What follows belongs to an exercise in optimizing a design on an open flow for small area, a short achievable clock period and few clock cycles; a production flow would make more cautious choices. Only simulation tests tie the RTL to the original design; equivalence was not proved.

## north
==> flow/design.v <==
module lab9(x,y,z,clk,reset,start,done);
input [7:0]x,y;
input clk,reset;
input start;
output [7:0]z;
output reg done;
reg [7:0] a, b;
reg busy;
wire [7:0] o = a | b;
wire [7:0] lo = {|o[6:0], |o[5:0], |o[4:0], |o[3:0], |o[2:0], |o[1:0], o[0], 1'b0};
wire [7:0] m0 = ~lo;                      
wire a_odd = |(a & m0);
wire b_odd = |(b & m0);
wire d_2 = ~|((a ^ b) & ~{lo[6:0], 1'b0});
wire d_3 = ~|((a ^ b) & ~{lo[5:0], 2'b0});
wire [6:0] u = a[7:1], v = b[7:1];
wire [6:0] pr = ~(u ^ v);                 
wire [6:0] g = u & ~v;
wire [6:0] t = u | ~v;
wire [6:0] G, T;
wire g10 = g[1] | (t[1] & g[0]),  t10 = t[1] & t[0];
wire g32 = g[3] | (t[3] & g[2]),  t32 = t[3] & t[2];
wire g54 = g[5] | (t[5] & g[4]),  t54 = t[5] & t[4];
wire g20 = g[2] | (t[2] & g10),   t20 = t[2] & t10;
wire g30 = g32 | (t32 & g10),     t30 = t32 & t10;
wire g64 = g[6] | (t[6] & g54),   t64 = t[6] & t54;
assign G[0] = g[0];              assign T[0] = t[0];
assign G[1] = g10;               assign T[1] = t10;
assign G[2] = g20;               assign T[2] = t20;
assign G[3] = g30;               assign T[3] = t30;
assign G[4] = g[4] | (t[4] & g30); assign T[4] = t[4] & t30;
assign G[5] = g54 | (t54 & g30);   assign T[5] = t54 & t30;
assign G[6] = g64 | (t64 & g30);   assign T[6] = t64 & t30;
wire [6:0] c  = {G[5:0], 1'b0};           
wire [6:0] c1 = {G[5:0] | T[5:0], 1'b1};  
wire [6:0] dab = pr ^ c1;                 
wire [6:0] dba = ~(pr ^ c);               
wire a_ge = G[6] | T[6];                  
wire fin = (a == b) | ~|a;
assign z = b;
always @(posedge clk) begin
	if (reset) begin
		busy <= 1'b0;
		done <= 1'b0;
	end else begin
		done <= busy & fin & ~start;
		if (start)
			busy <= 1'b1;
		else if (fin)
			busy <= 1'b0;
	end
end
wire sh_a  = ~start & ~a_odd;             
wire swp   = ~start & a_odd & ~b_odd;     
wire sub   = ~start & a_odd & b_odd;      
wire [6:0] dd = pr ^ (a_ge ? c1 : ~c);    
wire [7:0] dsel = ({8{~d_2}} & dd) | ({8{d_2 & ~d_3}} & dd[6:1]) | ({8{d_3}} & dd[6:2]);
wire [7:0] a_nx = ({8{start}} & x) | ({8{sh_a & |(a & ~{lo[6:0], 1'b0})}} & (a >> 1)) | ({8{sh_a & ~|(a & ~{lo[6:0], 1'b0})}} & (a >> 2)) | ({8{sub}} & dsel) | ({8{swp}} & (b >> 1));
wire [7:0] b_nx = ({8{start}} & y) | ({8{(sub & ~a_ge) | swp}} & a) | ({8{sh_a | (sub & a_ge)}} & b);
always @(posedge clk) begin
	a <= a_nx;
	b <= b_nx;
end
endmodule
clock: 5.0 ns
lec_check: 0
abc_area: 1
cap_margin: 20
core_margin: 2
core_utilization: 40
cts_buf_list: sky130_fd_sc_hd__clkbuf_4
setup_slack_margin: 2.95
slew_margin: 20
standard.sh (not shown) runs the stock make flow with config.mk's settings and CLKGATE_MAP_FILE= SYNTH_SCRIPT=/design/flow/synth_recipe.tcl, a recipe that flattens the netlist after the stock synthesis.
==> flow/flow/run.sh <==
#!/bin/bash
# The standard layout with two changes: synthesis leaves the adder logic to
# ABC (ADDER_MAP_FILE empty skips Yosys's extract_fa and the adder cell map),
# and every input and output port gets the smallest buffer.
set -euo pipefail
bash standard.sh "ADDER_MAP_FILE=" \
  "BUFFER_PORTS_ARGS=-buffer_cell sky130_fd_sc_hd__buf_1" finish > standard.log 2>&1
north: flow completed, timing, DRC and antenna clean
Testbench counts of north, summed over its fixed seeds: cycles 23,913.
Input-level comparison between south and north:
# north
export LEC_CHECK = 0
export ABC_AREA = 1
export CAP_MARGIN = 20
export CORE_MARGIN = 2
export CORE_UTILIZATION = 40
export CTS_BUF_LIST = sky130_fd_sc_hd__clkbuf_4
export SETUP_SLACK_MARGIN = 2.95
export SLEW_MARGIN = 20
create_clock -name core_clock -period 5.0 [get_ports {clk}]
# south
export LEC_CHECK = 0
export ABC_AREA = 1
export CAP_MARGIN = 20
export CORE_MARGIN = 2
export CORE_UTILIZATION = 65
export CTS_BUF_LIST = sky130_fd_sc_hd__clkbuf_4
export SETUP_SLACK_MARGIN = 2.9
export SLEW_MARGIN = 20
create_clock -name core_clock -period 5.0 [get_ports {clk}]
## What came out
- In the tables for south and north, maximum fanout count along the critical path reads lower with north.
- Post-synthesis instance area: north vs south identical
- Compared with north, south shows sequential fraction of total cell area higher by 0.50 points.
- south reports its critical setup path kind as flip-flop to flip-flop while north reports flip-flop to primary output.
- Against north, south reports a total instance count after detailed placement that is lower.
- Higher overall routing resource usage was reported by south, not north.
- Number of cells on the critical path: south > north
The following lists how east was set up differently from south:
# south
export LEC_CHECK = 0
export ABC_AREA = 1
export CAP_MARGIN = 20
export CORE_MARGIN = 2
export CORE_UTILIZATION = 65
export CTS_BUF_LIST = sky130_fd_sc_hd__clkbuf_4
export SETUP_SLACK_MARGIN = 2.9
export SLEW_MARGIN = 20
create_clock -name core_clock -period 5.0 [get_ports {clk}]
# east
export LEC_CHECK = 0
export ABC_AREA = 1
export CAP_MARGIN = 20
export CORE_MARGIN = 2
export CORE_UTILIZATION = 40
export CTS_BUF_LIST = sky130_fd_sc_hd__clkbuf_4
export SETUP_SLACK_MARGIN = 3.0
export SLEW_MARGIN = 20
create_clock -name core_clock -period 5.0 [get_ports {clk}]
--- outcome ---
Lower average wire per cell in the routed design among south and east: south. Against south, east comes in 0.44 points lower on part of the cycle the worst path needs. On core utilization of the finished layout: between south and east, it ends up lower for east. south has a lower share of final-layout standard cells stronger than drive strength 1 than east. Post-detailed-routing wire length (south / east): 0.912. east did not stop at any stage, and its layout met the timing, DRC and antenna checks. More vias were needed by east than by south. [compare] base=south new=east: share of cell area taken by flip-flops and latches shrank by 0.46 points, overall track demand over capacity in global routing now sits lower, detailed-router iteration count before antenna repair shrank by 1. Maximum frequency: east better than south.
Inputs modified between east and west:
# east
export LEC_CHECK = 0
export ABC_AREA = 1
export CAP_MARGIN = 20
export CORE_MARGIN = 2
export CORE_UTILIZATION = 40
export CTS_BUF_LIST = sky130_fd_sc_hd__clkbuf_4
export SETUP_SLACK_MARGIN = 3.0
export SLEW_MARGIN = 20
create_clock -name core_clock -period 5.0 [get_ports {clk}]
# west
export LEC_CHECK = 0
export ABC_AREA = 1
export CAP_MARGIN = 20
export CORE_MARGIN = 2
export CORE_UTILIZATION = 55
export CTS_BUF_LIST = sky130_fd_sc_hd__clkbuf_4
export SETUP_SLACK_MARGIN = 2.95
export SLEW_MARGIN = 20
create_clock -name core_clock -period 5.0 [get_ports {clk}]
Findings:
west: PASS, flow complete, no timing, DRC or antenna violations. Horizontal die dimension in west is 14% lower than in east. Setup slack ended up 0.0090 ns lower on west than on east. Looking at final net count, west sits 5 lower than east does. east → west: met2 wire length lower; aggregate routed wire length went down by 300 µm; share of the clock period used by the worst path after layout moved up. west ended up with fewer standard cells than east.
[inputs] middle vs west
# west
export LEC_CHECK = 0
export ABC_AREA = 1
export CAP_MARGIN = 20
export CORE_MARGIN = 2
export CORE_UTILIZATION = 55
export CTS_BUF_LIST = sky130_fd_sc_hd__clkbuf_4
export SETUP_SLACK_MARGIN = 2.95
export SLEW_MARGIN = 20
create_clock -name core_clock -period 5.0 [get_ports {clk}]
# middle
export LEC_CHECK = 0
export ABC_AREA = 1
export CAP_MARGIN = 20
export CORE_MARGIN = 2
export CORE_UTILIZATION = 40
export CTS_BUF_LIST = sky130_fd_sc_hd__clkbuf_4
export SETUP_SLACK_MARGIN = 2.9
export SLEW_MARGIN = 20
create_clock -name core_clock -period 5.0 [get_ports {clk}]
==> flow/flow/run.sh <==
#!/bin/bash
# The standard layout with three changes:
# - synthesis maps with the ABC script flow/abc_area.script (ABC_AREA is 1):
#   ORFS's area script with a dc2 pass before dch, taken from a copy of
#   ORFS's scripts folder;
# - synthesis leaves the adder logic to ABC (ADDER_MAP_FILE empty skips
#   Yosys's extract_fa and the adder cell map);
# - every input and output port gets the smallest buffer.
set -euo pipefail
rm -rf scripts
cp -r "$FLOW_HOME/scripts" scripts
cp flow/abc_area.script scripts/abc_area.script
bash standard.sh "SCRIPTS_DIR=$PWD/scripts" "ADDER_MAP_FILE=" \
  "BUFFER_PORTS_ARGS=-buffer_cell sky130_fd_sc_hd__buf_1" finish > standard.log 2>&1
==> flow/flow/abc_area.script (new file) <==
strash
dc2
dch
map -B 0.9
topo
stime -c
buffer -c
upsize -c
dnsize -c
==> comparison <==
Against west, middle reports a pin count of the biggest net entering global routing that is higher.
Number of well taps: middle vs west up 14%
The post-placement setup slack number comes out higher for west vs middle.
Against west, middle comes in 7.9 points higher on fraction of final layout cells with drive strength greater than 1.
Routing usage on met1: middle lower than west

[afterwards: timing with drivers on the ports]
The results above use ideal ports. As a check the final layouts listed here were re-extracted and re-timed, cells and wires unchanged. Step 1: set_driving_cell puts a clkbuf_16 on clk and a buf_2 on each other input, an assumption about the parent block. Step 2 moves the port delays by t, midway between the first and last clock arrival at a register: inputs arrive t later, outputs are due t later. That takes back most of the time a late clock gives input paths. Slacks: no drivers / after step 1 / after step 2; pairs: no drivers / after step 1.
run | t (ns) | setup WS [ns] | clock arrival spread, ns | worst data-port slew with drivers (ns)
north | 0.321 | 3.066 / 3.044 / 2.774 | 0.001 / 0.001 | 0.03
south | 0.315 | 3.050 / 3.050 / 2.809 | 0.005 / 0.004 | 0.03
east | 0.319 | 3.072 / 3.050 / 2.862 | 0.007 / 0.007 | 0.03
west | 0.317 | 3.063 / 3.063 / 2.797 | 0.006 / 0.005 | 0.03
middle | 0.307 | 2.953 / 2.953 / 2.821 | 0.001 / 0.001 | 0.04
After both steps every run listed still meets setup and hold. The setup slack of north, which loses most, moves by -0.022 ns with the drivers and by -0.292 ns with both steps.
